What follows belongs to an exercise in optimizing a design on an open flow for small area; a production flow would make more cautious choices. RTL that was checked went through simulation tests only; none was proved equivalent to the original. Power and IR drop assume default switching activity.

Design voices, start of the top module:
module voices (
    input  logic        clk,
    input  logic        rst_n,
    input  logic        sample_strobe,
    input  logic [63:0] freq_in,
    input  logic [47:0] pulse_width_in,
    input  logic [31:0] wave_ctrl_in,
    input  logic [15:0] attack_in,
    input  logic [15:0] decay_in,
    input  logic [15:0] sustain_in,
    input  logic [15:0] release_in,
    output logic [15:0] left_out,
    output logic [15:0] right_out
);
clock: 20.0 ns
lec_check: 0
cap_margin: 20
core_margin: 2
core_utilization: 40
cts_buf_list: sky130_fd_sc_hd__clkbuf_8
cts_cluster_diameter: 60
cts_cluster_size: 18
slew_margin: 20
standard.sh (not shown) runs the stock make flow with config.mk's settings and CLKGATE_MAP_FILE= SYNTH_SCRIPT=/design/flow/synth_recipe.tcl, a recipe that flattens the netlist after the stock synthesis.
==> flow/flow/run.sh <==
#!/bin/bash
# Standard ORFS layout, with the port buffers made of the smallest buffer cell.
set -euo pipefail
export BUFFER_PORTS_ARGS="-buffer_cell sky130_fd_sc_hd__buf_1"
bash standard.sh finish > standard.log 2>&1
The first run finished clean.
Change:
==> flow/run.sh (new file) <==
#!/bin/bash
# synth_recipe.tcl (not shown) runs the flow's synth.tcl, then flattens the netlist and writes it again
# the make line also repeats each setting of config.mk as NAME=value (left out here)
make -C /OpenROAD-flow-scripts/flow DESIGN_CONFIG=/design/flow/config.mk WORK_HOME=/design/flow/orfs CLKGATE_MAP_FILE= SYNTH_SCRIPT=/design/flow/synth_recipe.tcl finish
removed: flow/flow/run.sh
removed: flow/standard.sh
=> The changed run finished with timing, DRC and antenna clean. Cell area goes up by 11%. Fmax came out lower by 3.1%. Setup slack gets worse by 0.28 ns. Wire length increases by 7.2%. Register-to-register slack improves by 0.02 ns. Non-clock buffer count goes down by 3. Die area stays the same.
Change:
==> flow/flow/run.sh (new file) <==
#!/bin/bash
# Standard ORFS layout, with the port buffers made of the smallest buffer cell.
set -euo pipefail
export BUFFER_PORTS_ARGS="-buffer_cell sky130_fd_sc_hd__buf_1"
bash standard.sh finish > standard.log 2>&1
==> flow/standard.sh (new file) <==
#!/bin/bash
# synth_recipe.tcl (not shown) runs the flow's synth.tcl, then flattens the netlist and writes it again
# the make line also repeats each setting of config.mk as NAME=value (left out here)
make -C /OpenROAD-flow-scripts/flow DESIGN_CONFIG=/design/flow/config.mk WORK_HOME=/design/flow/orfs CLKGATE_MAP_FILE= SYNTH_SCRIPT=/design/flow/synth_recipe.tcl "${@:-finish}"
CORE_UTILIZATION = 60   (was 40)
CTS_CLUSTER_DIAMETER = 40   (was 60)
CTS_CLUSTER_SIZE = 20   (was 18)
removed: flow/run.sh
What happened:
- fmax is higher by a few percent
- core utilization came out higher by 18 points
- setup slack improves by 0.38 ns
- design area decreases by roughly a tenth
- count of clock-buffer cells in the layout rose by 8
- clock skew went down by 0.0045 ns
- wire length fell by about a fifth
- synthesized area is unchanged
- total power climbs by a few percent
- global-route usage grows by 4.8 points
- cell count goes down by a little under a tenth
Change:
==> flow/run.sh (new file) <==
#!/bin/bash
# synth_recipe.tcl (not shown) runs the flow's synth.tcl, then flattens the netlist and writes it again
# the make line also repeats each setting of config.mk as NAME=value (left out here)
make -C /OpenROAD-flow-scripts/flow DESIGN_CONFIG=/design/flow/config.mk WORK_HOME=/design/flow/orfs CLKGATE_MAP_FILE= SYNTH_SCRIPT=/design/flow/synth_recipe.tcl finish
CORE_UTILIZATION = 40   (was 60)
CTS_BUF_LIST = sky130_fd_sc_hd__clkbuf_16   (was sky130_fd_sc_hd__clkbuf_8)
CTS_CLUSTER_DIAMETER = 100   (was 40)
CTS_CLUSTER_SIZE = 30   (was 20)
removed: flow/flow/run.sh
removed: flow/standard.sh
The changed run completed with no timing, DRC or antenna violations.
Critical path depth is unchanged.
Clock skew goes down by 0.020 ns.
Clock power goes down by 20%.
Non-clock buffer count goes down by 2.
Setup slack gets worse by 0.43 ns.
Global-route usage goes down by 5.0 points.
Synthesized cell count is unchanged.
Change:
==> flow/flow/run.sh (new file) <==
#!/bin/bash
# Standard ORFS layout, with the port buffers made of the smallest buffer cell.
set -euo pipefail
export BUFFER_PORTS_ARGS="-buffer_cell sky130_fd_sc_hd__buf_1"
bash standard.sh finish > standard.log 2>&1
==> flow/standard.sh (new file) <==
#!/bin/bash
# synth_recipe.tcl (not shown) runs the flow's synth.tcl, then flattens the netlist and writes it again
# the make line also repeats each setting of config.mk as NAME=value (left out here)
make -C /OpenROAD-flow-scripts/flow DESIGN_CONFIG=/design/flow/config.mk WORK_HOME=/design/flow/orfs CLKGATE_MAP_FILE= SYNTH_SCRIPT=/design/flow/synth_recipe.tcl "${@:-finish}"
removed: flow/run.sh
Global-route usage drops by 0.99 points.
Sequential power barely changes.
Power goes down by 2.1%.
Non-clock buffer count rose by 3.
Critical path depth does not change.
Routed wire length fell by 5.6%.
Change:
==> flow/flow/run.sh (replaced) <==
#!/bin/bash
# Standard ORFS layout with three changes:
#  - after floorplanning, the logic between the registers is remapped for area
#    (OpenROAD restructure, flow/rmp.tcl),
#  - the port buffers are made of the smallest buffer cell,
#  - the clock tree is built of clkbuf_8 cells without dummy loads.
set -euo pipefail
W=$(pwd)
python3 flow/dontuse_lib.py "$FLOW_HOME/platforms/sky130hd/config.mk" \
  "$FLOW_HOME/platforms/sky130hd/lib/sky130_fd_sc_hd__tt_025C_1v80.lib" "$W/rmp.lib" > dontuse_lib.log 2>&1
export RMP_LIB="$W/rmp.lib"
export POST_FLOORPLAN_TCL="$W/flow/rmp.tcl"
export BUFFER_PORTS_ARGS="-buffer_cell sky130_fd_sc_hd__buf_1"
export CTS_ARGS="-sink_clustering_enable -repair_clock_nets -buf_list sky130_fd_sc_hd__clkbuf_8 -sink_clustering_size 18 -sink_clustering_max_diameter 60 -dont_use_dummy_load"
bash standard.sh finish > standard.log 2>&1
==> flow/flow/dontuse_lib.py (new file) <==
"""Copy a liberty file without the cells the platform marks don't-use.

usage: dontuse_lib.py PLATFORM_CONFIG_MK IN_LIB OUT_LIB
"""
import re
import sys

cfg, src, dst = sys.argv[1:4]
text = open(cfg).read()
m = re.search(r"export DONT_USE_CELLS \+= \\\n((?:.*\\\n)*.*\n)", text)
names = set(re.findall(r"sky130_\w+", m.group(1)))
lib = open(src).read()
out = []
pos = 0
dropped = 0
for cm in re.finditer(r'\n\s*cell\s*\(\s*"?(\w+)"?\s*\)\s*\{', lib):
    if cm.group(1) not in names or cm.start() < pos:
        continue
    # find the matching closing brace
    depth = 0
    i = cm.end() - 1
    while True:
        c = lib[i]
        if c == "{":
            depth += 1
        elif c == "}":
            depth -= 1
            if depth == 0:
                break
        i += 1
    out.append(lib[pos:cm.start()])
    pos = i + 1
    dropped += 1
out.append(lib[pos:])
open(dst, "w").write("".join(out))
print(f"dropped {dropped} of {len(names)} don't-use cells")
==> flow/flow/rmp.tcl (new file) <==
# Area recovery on the synthesized logic, after floorplanning (POST_FLOORPLAN_TCL).
# The registers are left as they are; only the logic between them is remapped,
# with a liberty file that leaves out the platform's don't-use cells.
restructure -liberty_file $::env(RMP_LIB) -target area \
  -tielo_port sky130_fd_sc_hd__conb_1/LO -tiehi_port sky130_fd_sc_hd__conb_1/HI \
  -work_dir $::env(OBJECTS_DIR) -abc_logfile $::env(LOG_DIR)/2_1_restructure_abc.log
restructure -liberty_file $::env(RMP_LIB) -target area \
  -tielo_port sky130_fd_sc_hd__conb_1/LO -tiehi_port sky130_fd_sc_hd__conb_1/HI \
  -work_dir $::env(OBJECTS_DIR) -abc_logfile $::env(LOG_DIR)/2_1_restructure2_abc.log
ABC_AREA = 1   (was not set)
CTS_BUF_LIST = not set   (was sky130_fd_sc_hd__clkbuf_16)
CTS_CLUSTER_DIAMETER = not set   (was 100)
CTS_CLUSTER_SIZE = not set   (was 30)
What happened: The new run went through all stages and came out clean; global-route usage went down by 0.24 points; core utilization went down by 2.9 points; die area went down by 0.62%; clock skew went up by 0.037 ns; register-to-register slack gets better by 0.30 ns; combinational power went down by 12%; sequential power went up by about 0.8%; wire length went up by 6.5%; critical path depth went up by 7; total power went down by 4.2%; synthesized area went down by 0.63%.

## north
Another version of the RTL of voices (not shown whole).
Size in the first run: about 900 cells after synthesis, ~330 flip-flops.
Settings: LEC_CHECK=0, CAP_MARGIN=20, CORE_MARGIN=2, CORE_UTILIZATION=40, SLEW_MARGIN=20; clock period 20.0 ns.
run.sh (not shown) runs the stock make flow with config.mk's settings and CLKGATE_MAP_FILE= SYNTH_SCRIPT=/design/flow/synth_recipe.tcl, a recipe that flattens the netlist after the stock synthesis.
Stock flow here: none of the scripts above is used.
north ran to completion and came out clean on the timing, DRC and antenna checks.
Here is what was changed in the inputs of south compared with north.
# north
export LEC_CHECK = 0
export CAP_MARGIN = 20
export CORE_MARGIN = 2
export CORE_UTILIZATION = 40
export SLEW_MARGIN = 20
create_clock -name core_clock -period 20.0 [get_ports {clk}]
# south
export LEC_CHECK = 0
export CAP_MARGIN = 20
export CORE_MARGIN = 2
export CORE_UTILIZATION = 40
export CTS_BUF_LIST = sky130_fd_sc_hd__clkbuf_16
export CTS_CLUSTER_DIAMETER = 100
export CTS_CLUSTER_SIZE = 30
export SLEW_MARGIN = 20
create_clock -name core_clock -period 20.0 [get_ports {clk}]
Results
Number of distinct library cells after synthesis: south vs north identical. Diff south and north: count of clock-buffer cells in the layout lower in south. Compare south and north | share of total power in combinational logic lower: north. south vs north — minimum clock period after layout rose 0.033 ns. south ends up with a minimum hold slack that is 0.017 ns lower than in north. Compare south and north | non-clock buffering overhead in the final layout lower: north. Compared with north, south ends up with less cell area. Switching power total: south < north. south against north: count of nets after finishing moved down; first-pass iteration count of the detailed router lost 1.
The following lists how east was set up differently from south:
# south
export LEC_CHECK = 0
export CAP_MARGIN = 20
export CORE_MARGIN = 2
export CORE_UTILIZATION = 40
export CTS_BUF_LIST = sky130_fd_sc_hd__clkbuf_16
export CTS_CLUSTER_DIAMETER = 100
export CTS_CLUSTER_SIZE = 30
export SLEW_MARGIN = 20
create_clock -name core_clock -period 20.0 [get_ports {clk}]
# east
export LEC_CHECK = 0
export CAP_MARGIN = 20
export CORE_MARGIN = 2
export CORE_UTILIZATION = 40
export CTS_BUF_LIST = sky130_fd_sc_hd__clkbuf_4 sky130_fd_sc_hd__clkbuf_8
export CTS_CLUSTER_SIZE = 20
export SLEW_MARGIN = 20
create_clock -name core_clock -period 20.0 [get_ports {clk}]
--- outcome ---
Both conditions hold for east: the flow ran to the end and the final layout passed the timing, DRC and antenna checks.
On power per standard cell area: east sits above south.
In east, the clock power came out about 60% above the value in south.
Part of the total power dissipated in combinational logic in east vs south: down 1.3 points
east -> south: share of flip-flops with an asynchronous set or reset after synthesis delta 0, exact match
On east: transition time of the tightest slew-check pin is 0.017 ns lower than what south gave.
south → east: area after detailed placement neither gained nor lost much; power consumption moved up; area share of buffers outside the clock network went down.
No run of this note included a check of the RTL's function; only the layout flow was run.

[what the ideal ports hide]
No port has a modelled driver above. Below, the same layouts with a new extraction and two added sets of constraints. Step 1 sets driving cells, clkbuf_16 on the clock port and buf_2 on the other inputs (assumed; they add their load-dependent delay and slew). Step 2 adds t to the input delays and takes it off the output delays; t is the mean of the earliest and latest rising clock arrival at the registers after step 1. Input paths then give back, and output paths get back, about the clock's delay inside the block. a / b / c = ideal / step 1 / step 2; a / b = the first two.
| run | shift t [ns] | setup WS [ns] | slew at the worst register clock pin (ns) |
|---|---|---|---|
| the first run of note 1 | 0.585 | 11.137 / 11.158 / 10.574 | 0.11 / 0.11 |
| the second run of note 1 | 0.582 | 10.857 / 10.864 / 10.282 | 0.11 / 0.11 |
| the third run of note 1 | 0.606 | 11.237 / 11.254 / 10.648 | 0.11 / 0.11 |
| the fourth run of note 1 | 0.516 | 10.807 / 10.815 / 10.300 | 0.12 / 0.12 |
| the fifth run of note 1 | 0.528 | 11.081 / 11.108 / 10.580 | 0.11 / 0.11 |
| the sixth run of note 1 | 0.561 | 11.677 / 11.693 / 11.131 | 0.10 / 0.10 |
| north | 0.574 | 10.773 / 10.793 / 10.219 | 0.07 / 0.07 |
| south | 0.526 | 10.741 / 10.759 / 10.232 | 0.12 / 0.12 |
| east | 0.575 | 10.770 / 10.785 / 10.210 | 0.07 / 0.07 |
After both steps setup and hold are still met in every run listed. The setup slack of the third run of note 1, which loses most, moves by +0.017 ns with the drivers and by -0.589 ns with both steps.
